This design comes from an exercise in tuning for small area, a short achievable clock period and few clock cycles on the open sky130 flow, not from production work. Only simulation tests tie the RTL to the original design; equivalence was not proved. Power and IR drop assume default switching activity.

==> flow/run.sh <==
#!/bin/bash
# synth_recipe.tcl (not shown) runs the flow's synth.tcl, then flattens the netlist and writes it again
# the make line also repeats each setting of config.mk as NAME=value (left out here)
make -C /OpenROAD-flow-scripts/flow DESIGN_CONFIG=/design/flow/config.mk WORK_HOME=/design/flow/orfs CLKGATE_MAP_FILE= SYNTH_SCRIPT=/design/flow/synth_recipe.tcl finish
==> flow/config.mk <==
export PLATFORM = sky130hd
export DESIGN_NAME = cpu
export DESIGN_NICKNAME = cpu
export VERILOG_FILES = /design/flow/design.v
export SDC_FILE = /design/flow/constraint.sdc
export NUM_CORES = 4
export LEC_CHECK = 0
export CAP_MARGIN = 20
export CORE_MARGIN = 2
export CORE_UTILIZATION = 40
export SLEW_MARGIN = 20
==> flow/constraint.sdc <==
create_clock -name core_clock -period 10.0 [get_ports {i_clk}]
set_input_delay 2.0000 -clock core_clock [delete_from_list [all_inputs] [get_ports {i_clk}]]
set_output_delay 2.0000 -clock core_clock [all_outputs]
set_load 0.01 [all_outputs]
==> flow/design.v <==
module cpu #(  
	parameter ADDR_W = 12,
	parameter INST_W = 32,
	parameter DATA_W = 11
)(
    input                   i_clk,
    input                   i_rst_n,
    input                   i_i_valid_inst,  
    input  [ INST_W-1 : 0 ] i_i_inst,        
    input                   i_d_valid_data,  
    input  [ DATA_W-1 : 0 ] i_d_data,        
    output                  o_i_valid_addr,  
    output [ ADDR_W-1 : 0 ] o_i_addr,        
    output [ DATA_W-1 : 0 ] o_d_w_data,      
    output [ ADDR_W-1 : 0 ] o_d_w_addr,      
    output [ ADDR_W-1 : 0 ] o_d_r_addr,      
    output                  o_d_MemRead,     
    output                  o_d_MemWrite,    
    output                  o_finish
);
localparam ALU_ADD = 3'd0, ALU_SUB = 3'd1, ALU_XOR = 3'd2, ALU_OR = 3'd3,
           ALU_AND = 3'd4, ALU_SLL = 3'd5, ALU_SRL = 3'd6;
integer i;
reg  [ADDR_W-1:0] pc_r;
reg               o_i_valid_addr_r;
reg               branch_r;           
reg               stall_r;            
reg  [INST_W-1:0] hold_inst_r;
reg               done_r, done2_r, o_finish_r;
reg               rd_write_id_r, mem_read_id_r, mem_write_id_r, alu_src_id_r;
reg  [2:0]        alu_ctr_r;
reg  [4:0]        rs1_id_r, rs2_id_r, rd_id_r;
reg  [DATA_W-1:0] rs1_value_r, rs2_value_r;
reg  [ADDR_W-1:0] imm_r;
reg               rd_write_ex_r, mem_read_ex_r;
reg  [4:0]        rd_ex_r;
reg  [DATA_W-1:0] alu_out_r;
reg  [ADDR_W-1:0] o_d_addr_r;
reg  [DATA_W-1:0] o_d_data_r;
reg               o_d_MemRead_r, o_d_MemWrite_r;
reg               rd_write_mem_r, mem_read_mem_r;
reg  [4:0]        rd_mem_r;
reg  [DATA_W-1:0] alu_out_mem_r;
reg  [DATA_W-1:0] reg_file_r [1:31];
assign o_i_valid_addr = o_i_valid_addr_r;
assign o_i_addr       = pc_r;
assign o_d_w_addr     = o_d_addr_r;
assign o_d_r_addr     = o_d_addr_r;
assign o_d_w_data     = o_d_data_r;
assign o_d_MemRead    = o_d_MemRead_r;
assign o_d_MemWrite   = o_d_MemWrite_r;
assign o_finish       = o_finish_r;
wire [DATA_W-1:0] write_back_data = mem_read_mem_r ? i_d_data : alu_out_mem_r;
wire [INST_W-1:0] inst     = stall_r ? hold_inst_r : i_i_inst;
wire              id_valid = (stall_r | (i_i_valid_inst & ~branch_r)) & ~done_r;
wire [6:0] opcode = inst[6:0];
wire [4:0] rd     = inst[11:7];
wire [2:0] func_3 = inst[14:12];
wire [4:0] rs1    = inst[19:15];
wire [4:0] rs2    = inst[24:20];
wire [6:0] func_7 = inst[31:25];
wire [ADDR_W-1:0] imm_i = inst[31:20];
wire [ADDR_W-1:0] imm_s = {inst[31:25], inst[11:7]};
wire [ADDR_W-1:0] bta   = {inst[7], inst[30:25], inst[11:8], 1'b0};
wire op_ld  = (opcode == 7'b0000011);
wire op_sd  = (opcode == 7'b0100011);
wire op_br  = (opcode == 7'b1100011) && (func_3[2:1] == 2'b00);
wire op_imm = (opcode == 7'b0010011) && (func_3 != 3'b010) && (func_3 != 3'b011);
wire op_r   = (opcode == 7'b0110011) &&
              ((func_7 == 7'b0100000) ||
               ((func_7 == 7'b0000000) && (func_3 != 3'b001) && (func_3 != 3'b010) &&
                (func_3 != 3'b011) && (func_3 != 3'b101)));
wire op_eof = &inst;
wire use_rs1 = op_ld | op_sd | op_br | op_imm | op_r;
wire use_rs2 = op_sd | op_br | op_r;
wire wr_rd   = (op_ld | op_imm | op_r) && (rd != 5'd0);
reg [2:0] alu_ctr_w;
always @(*) begin
    alu_ctr_w = ALU_ADD;
    if (op_r && func_7[5]) alu_ctr_w = ALU_SUB;
    else if (op_r || op_imm) begin
        case (func_3)
            3'b100:  alu_ctr_w = ALU_XOR;
            3'b110:  alu_ctr_w = ALU_OR;
            3'b111:  alu_ctr_w = ALU_AND;
            3'b001:  alu_ctr_w = ALU_SLL;
            3'b101:  alu_ctr_w = ALU_SRL;
            default: alu_ctr_w = ALU_ADD;
        endcase
    end
end
reg [DATA_W-1:0] rs1_value, rs2_value;
always @(*) begin
    if (rs1 == 5'd0)                               rs1_value = 0;
    else if (rd_write_ex_r && !mem_read_ex_r && rd_ex_r == rs1) rs1_value = alu_out_r;
    else if (rd_write_mem_r && rd_mem_r == rs1)    rs1_value = write_back_data;
    else                                           rs1_value = reg_file_r[rs1];
    if (rs2 == 5'd0)                               rs2_value = 0;
    else if (rd_write_ex_r && !mem_read_ex_r && rd_ex_r == rs2) rs2_value = alu_out_r;
    else if (rd_write_mem_r && rd_mem_r == rs2)    rs2_value = write_back_data;
    else                                           rs2_value = reg_file_r[rs2];
end
wire hit_id1  = use_rs1 && (rs1 != 5'd0) && (rs1 == rd_id_r);
wire hit_id2  = use_rs2 && (rs2 != 5'd0) && (rs2 == rd_id_r);
wire hit_ex1  = use_rs1 && (rs1 != 5'd0) && (rs1 == rd_ex_r);
wire hit_ex2  = use_rs2 && (rs2 != 5'd0) && (rs2 == rd_ex_r);
wire stall_w  = id_valid && (
                  (rd_write_id_r && mem_read_id_r && (hit_id1 || hit_id2)) ||       
                  (op_br && rd_write_id_r && (hit_id1 || hit_id2)) ||               
                  (op_br && rd_write_ex_r && mem_read_ex_r && (hit_ex1 || hit_ex2)));  
wire issue    = id_valid && !stall_w;
wire br_taken = issue && op_br && ((rs1_value == rs2_value) ^ func_3[0]);
wire [ADDR_W-1:0] id_pc = pc_r - 4;
reg [DATA_W-1:0] alu_in_1, alu_in_2;
always @(*) begin
    if (rd_write_ex_r && rd_ex_r == rs1_id_r)         alu_in_1 = alu_out_r;
    else if (rd_write_mem_r && rd_mem_r == rs1_id_r)  alu_in_1 = write_back_data;
    else                                              alu_in_1 = rs1_value_r;
    if (rd_write_ex_r && rd_ex_r == rs2_id_r)         alu_in_2 = alu_out_r;
    else if (rd_write_mem_r && rd_mem_r == rs2_id_r)  alu_in_2 = write_back_data;
    else                                              alu_in_2 = rs2_value_r;
end
wire [ADDR_W-1:0] opb  = alu_src_id_r ? imm_r : {alu_in_2[DATA_W-1], alu_in_2};
wire [ADDR_W-1:0] sum  = {alu_in_1[DATA_W-1], alu_in_1} + opb;
reg  [DATA_W-1:0] alu_out_w;
always @(*) begin
    case (alu_ctr_r)
        ALU_SUB: alu_out_w = alu_in_1 - alu_in_2;
        ALU_XOR: alu_out_w = alu_in_1 ^ opb[DATA_W-1:0];
        ALU_OR:  alu_out_w = alu_in_1 | opb[DATA_W-1:0];
        ALU_AND: alu_out_w = alu_in_1 & opb[DATA_W-1:0];
        ALU_SLL: alu_out_w = alu_in_1 << opb[4:0];
        ALU_SRL: alu_out_w = alu_in_1 >> opb[4:0];
        default: alu_out_w = sum[DATA_W-1:0];
    endcase
end
always @(posedge i_clk or negedge i_rst_n) begin
    if (~i_rst_n) begin
        pc_r             <= 0;
        o_i_valid_addr_r <= 0;
        branch_r         <= 0;
        stall_r          <= 0;
        hold_inst_r      <= 0;
        done_r           <= 0;
        done2_r          <= 0;
        o_finish_r       <= 0;
        rd_write_id_r    <= 0;
        mem_read_id_r    <= 0;
        mem_write_id_r   <= 0;
        alu_src_id_r     <= 0;
        alu_ctr_r        <= 0;
        rs1_id_r         <= 0;
        rs2_id_r         <= 0;
        rd_id_r          <= 0;
        rs1_value_r      <= 0;
        rs2_value_r      <= 0;
        imm_r            <= 0;
        rd_write_ex_r    <= 0;
        mem_read_ex_r    <= 0;
        rd_ex_r          <= 0;
        alu_out_r        <= 0;
        o_d_addr_r       <= 0;
        o_d_data_r       <= 0;
        o_d_MemRead_r    <= 0;
        o_d_MemWrite_r   <= 0;
        rd_write_mem_r   <= 0;
        mem_read_mem_r   <= 0;
        rd_mem_r         <= 0;
        alu_out_mem_r    <= 0;
        for (i = 1; i < 32; i = i + 1)
            reg_file_r[i] <= 0;
    end else begin
        o_i_valid_addr_r <= 1'b1;
        if (br_taken)
            pc_r <= id_pc + bta;
        else if (o_i_valid_addr_r && !stall_w)
            pc_r <= pc_r + 4;
        branch_r    <= br_taken;
        stall_r     <= stall_w;
        hold_inst_r <= inst;
        if (issue && op_eof) done_r <= 1'b1;
        done2_r    <= done_r;
        o_finish_r <= done2_r;
        rd_write_id_r  <= issue && wr_rd;
        mem_read_id_r  <= issue && op_ld;
        mem_write_id_r <= issue && op_sd;
        alu_src_id_r   <= !op_r;
        alu_ctr_r      <= alu_ctr_w;
        rs1_id_r       <= use_rs1 ? rs1 : 5'd0;
        rs2_id_r       <= use_rs2 ? rs2 : 5'd0;
        rd_id_r        <= wr_rd ? rd : 5'd0;
        rs1_value_r    <= rs1_value;
        rs2_value_r    <= rs2_value;
        imm_r          <= op_sd ? imm_s : imm_i;
        rd_write_ex_r  <= rd_write_id_r;
        mem_read_ex_r  <= mem_read_id_r;
        rd_ex_r        <= rd_id_r;
        alu_out_r      <= alu_out_w;
        o_d_addr_r     <= sum;
        o_d_data_r     <= alu_in_2;
        o_d_MemRead_r  <= mem_read_id_r;
        o_d_MemWrite_r <= mem_write_id_r;
        rd_write_mem_r <= rd_write_ex_r;
        mem_read_mem_r <= mem_read_ex_r;
        rd_mem_r       <= rd_ex_r;
        alu_out_mem_r  <= alu_out_r;
        if (rd_write_mem_r)
            reg_file_r[rd_mem_r] <= write_back_data;
    end
end
endmodule
==> flow_metrics.tcl <==
set metrics [dict create \
    grt_overflow_total 0 \
    die_x_um 272 \
    critPathTopFamily "simple AND/OR/NAND/NOR gates" \
    drv_slew 0 \
    cts_max_level 2 \
    rsz0062_at_grt "no" \
    ctsHoldBuffers 0 \
    path_cells "clkdlybuf4s50_1 -> or3_1 -> nand2_1 -> buf_4 -> a222oi_1 -> o21ai_0 -> or4_1 -> a21oi_2 -> xnor2_1 -> or2_2 -> o41ai_2 -> and3_4 -> mux2_1" \
    grt_pass1_wl_um 193000 \
    placed_area_sq_um 30900 \
    cts.sinks 499 \
    final_cells 4256 \
    start_kind "input pin" \
    crit_start "i_i_inst[17]" \
    place_inst 4144 \
    p_int_mw 4.00 \
    slowest_stage "a222oi_1" \
    initial_core_util 0.403 \
    via_count 28300 \
    antenna_found_initial 9 \
    drtIter0Drc 4916 \
    cts_resized 0 \
    drt.antenna.violating_nets 0 \
    cp.depth 13 \
    relSlewSlack 0.101 \
    firstDrtPassIters 10 \
    finalHoldViolations 0 \
    postCtsSetupBuffers 0 \
    critPathKind "in -> reg" \
    die_h_um 272 \
    synth_area_sq_um 28800 \
    powerDensity_nw_per_um2 184 \
    leakage_nw 13.4 \
    grt_max_degree 147 \
    die-area_sq_um 74100 \
    reg2reg_depth 13 \
    synth_fp_nets 3343 \
    hold_class "reg -> reg" \
    synth_top_flop_cell "dfrtp_1" \
    cp.arrival_ns 8.24 \
    syn_inst 3240 \
    reg2reg_slack_ns 3.31 \
    ys_types 99 \
    p_comb_frac 0.261 \
    yosysWarnings 2 \
    fillers 6936 \
    status "finished clean" \
    io_pins 98 \
    fin_nets 3356 \
    cts_max_path_buffers 3 \
    period_needed_ns 7.73 \
    fmax_mhz 129 \
    multi_input_area_sq_um 15000 \
    synthTopCellsByArea "dfrtp_1 (43%), a21oi_1 (5.0%), o21ai_0 (4.8%)" \
    netlist.top_cell.by_area "dfrtp_1" \
    cts_tree "built" \
    timing.final.crit_share 0.773 \
    cp-end-kind "flip-flop" \
    rows 98 \
    drc 0 \
    dp_hpwl_um 94600 \
    crit_path_end "pc_r[1]$_DFFE_PN0P_" \
    io_buffers 95 \
    critPathBufInv 2 \
    yosysTopAreaCellShare 0.434 \
    vias_per_cell 6.64 \
    synth_edf_count 0 \
    p_clk_frac 0.367 \
    irDropWorstVdd_uv 146 \
    hold_slack_ns 0.354 \
    wl_per_cell_um 32.1 \
    wl_um 137000 \
    tns_ns 0 \
    area_growth_pct 14.4 \
    r2r-start "stall_r$_DFF_PN0_" \
    async_flop_share 1.00 \
    ys_ff_latch 499 \
    p_switching_mw 2.06 \
    fin_skew_ns 0.0388 \
    clk_latency_ns 0.67 \
    fp.coreArea_sq_um 71400 \
    final-seq-area_sq_um 12500 \
    fin_area_sq_um 32900 \
    clk_pin_slew_ns 0.06 \
    finish.utilization 0.461 \
    max_stage_delay_ns 1.04 \
    tightest_slew_ns 1.35 \
    grt_use_total 0.361 \
    pwr-share-seq 0.372 \
    worst-path-max-fanout 14 \
    r2r-end "pc_r[1]$_DFFE_PN0P_" \
    cts_buffers 56 \
    setup_violations 0 \
    switching_share 0.340 \
    gp_congestion 1.12 \
    synth_area_per_cell_sq_um 8.88 \
    layout-drive-gt1-share 0.101 \
    grt_pass1_vias 26100 \
    worstPathRequired_ns 10.51 \
    cts-root-buf "clkbuf_16" \
    cap_violations 0 \
    ys_seq_area_frac 0.434 \
]
## layer usage
layer,up-vias,global-route usage,part of all wire
met4,8,0.195,0.070
met3,587,0.144,0.14
met2,2136,0.487,0.39
met1,13700,0.489,0.40
met5,-,0,0.00040
li1,11900,-,-
## per-stage QoR
stage               worst slack, ns  power [mW]
floorplan                      4.40        3.12
global placement               2.11        3.81
detailed placement             2.11        3.81
CTS                            2.73        6.02
global route                   2.49        6.25
finish                         2.27        6.06
## sequential cells by signal, indices dropped and copies added (netlist names), 3 cells and up
name,flops
o_d_addr_r,12
rd_ex_r,5
rd_mem_r,5
rs2_value_r,11
hold_inst_r,26
rd_id_r,5
alu_ctr_r,3
rs2_id_r,5
rs1_id_r,5
pc_r,11
alu_out_mem_r,11
rs1_value_r,11
alu_out_r,11
o_d_data_r,11
reg_file_r,341
imm_r,11
## power by group through the flow
stage               logic [mW]  clock network, mW  registers, mW
floorplan                0.864                  0           2.25
global placement          1.53                  0           2.28
detailed placement        1.53                  0           2.29
CTS                       1.53               2.24           2.25
global route              1.67               2.32           2.27
finish                    1.58               2.23           2.25
## logic make-up (layout without fill, tap and decap cells)
kind of cell / after synthesis / after routing / synth area share
xor+xnor: 93 / 93 / 0.0283
compound gates: 1088 / 1088 / 0.247
simple gates: 1021 / 1021 / 0.169
buf+inv: 369 / 429 / 0.0539
other cells: 2 / 8 / 0.000261
fa+ha+maj: 56 / 56 / 0.0251
mux: 112 / 112 / 0.0422
flops: 499 / 499 / 0.434
## how the worst min path moves through the flow
stage                                   startpoint                       end  slack [ns]  cells after the start
final                     mem_write_id_r$_DFF_PN0_  o_d_MemWrite_r$_DFF_PN0_        0.35                      0
after global routing             done2_r$_DFF_PN0_      o_finish_r$_DFF_PN0_        0.37                      0
after CTS                 mem_write_id_r$_DFF_PN0_  o_d_MemWrite_r$_DFF_PN0_        0.36                      0
after detailed placement         done2_r$_DFF_PN0_      o_finish_r$_DFF_PN0_        0.34                      0
after global placement           done2_r$_DFF_PN0_      o_finish_r$_DFF_PN0_        0.34                      0
after floorplan           mem_write_id_r$_DFF_PN0_  o_d_MemWrite_r$_DFF_PN0_        0.33                      0
## synthesized netlist by cell type (16+ instances only)
library cell / instances
o211ai_1: 23
nor2_1: 336
o22a_1: 16
nand4_1: 26
clkbuf_1: 191
a221oi_1: 19
buf_4: 16
a21oi_1: 289
a32oi_1: 20
nand3_1: 61
mux2_2: 32
and2_1: 16
o22ai_1: 49
ha_1: 53
a222oi_1: 44
nor4_1: 25
nor3_1: 38
nand2_1: 338
a22o_1: 39
inv_1: 108
nor3b_1: 16
a211oi_1: 17
a31oi_1: 19
xor2_1: 26
a22oi_1: 119
o21ai_0: 277
mux2i_1: 70
buf_2: 25
dfrtp_1: 499
xnor2_1: 67
## layout by cell type, fill, tap and decap left out, drive strengths merged, types with 14 or more instances in the layout
master | synthesis | final
nand3 | 62 | 62
o211ai | 23 | 23
buf | 66 | 118
dfrtp | 499 | 499
and2 | 17 | 17
a221oi | 19 | 19
nor4 | 27 | 27
nor3b | 19 | 19
ha | 53 | 53
nand2 | 338 | 338
nor2b | 14 | 14
mux2 | 34 | 34
nand4 | 26 | 26
or2 | 25 | 25
a22oi | 124 | 124
a211oi | 18 | 18
inv | 111 | 111
o22ai | 49 | 49
a31oi | 19 | 19
o21ai | 283 | 283
a222oi | 44 | 44
mux2i | 78 | 78
clkdlybuf4s50 | 0 | 94
clkbuf | 191 | 78
nor3 | 39 | 39
nor2 | 338 | 338
a32oi | 20 | 20
o22a | 16 | 16
xor2 | 26 | 26
o221ai | 15 | 15
clkinv | 1 | 20
a22o | 39 | 39
xnor2 | 67 | 67
a21oi | 290 | 290
and3 | 16 | 16
## layout make-up
type,count,share of cell area
Tap cell,950,0.0361
Timing Repair Buffer,212,0.0567
Inverter,112,0.0128
Antenna cell,6,0.000456
Clock inverter,27,0.00939
Clock buffer,78,0.0503
Sequential cell,499,0.379
Multi-Input combinational cell,2372,0.455
Testbench counts, summed over its fixed seeds: cycles 47,527.

separate check: timing with driven ports:
The results above use ideal ports. As a check the final layout listed here was re-extracted and re-timed, cells and wires unchanged. Step 1, drivers: a clkbuf_16 drives i_clk and a buf_2 each remaining input, both assumed. Step 2 also shifts input and output timing later by t, the mid clock arrival at the registers, as if the neighbouring blocks saw the same clock. Slacks: no drivers / after step 1 / after step 2; pairs: no drivers / after step 1.
t (ns): 0.716
setup slack, ns: 2.270 / 2.318 / 1.603
worst setup path at the end: input to register
worst slew at a driven data input, ns: 0.09
After both steps setup and hold are still met in this run. The setup slack of this run moves by +0.048 ns with the drivers and by -0.667 ns with both steps.
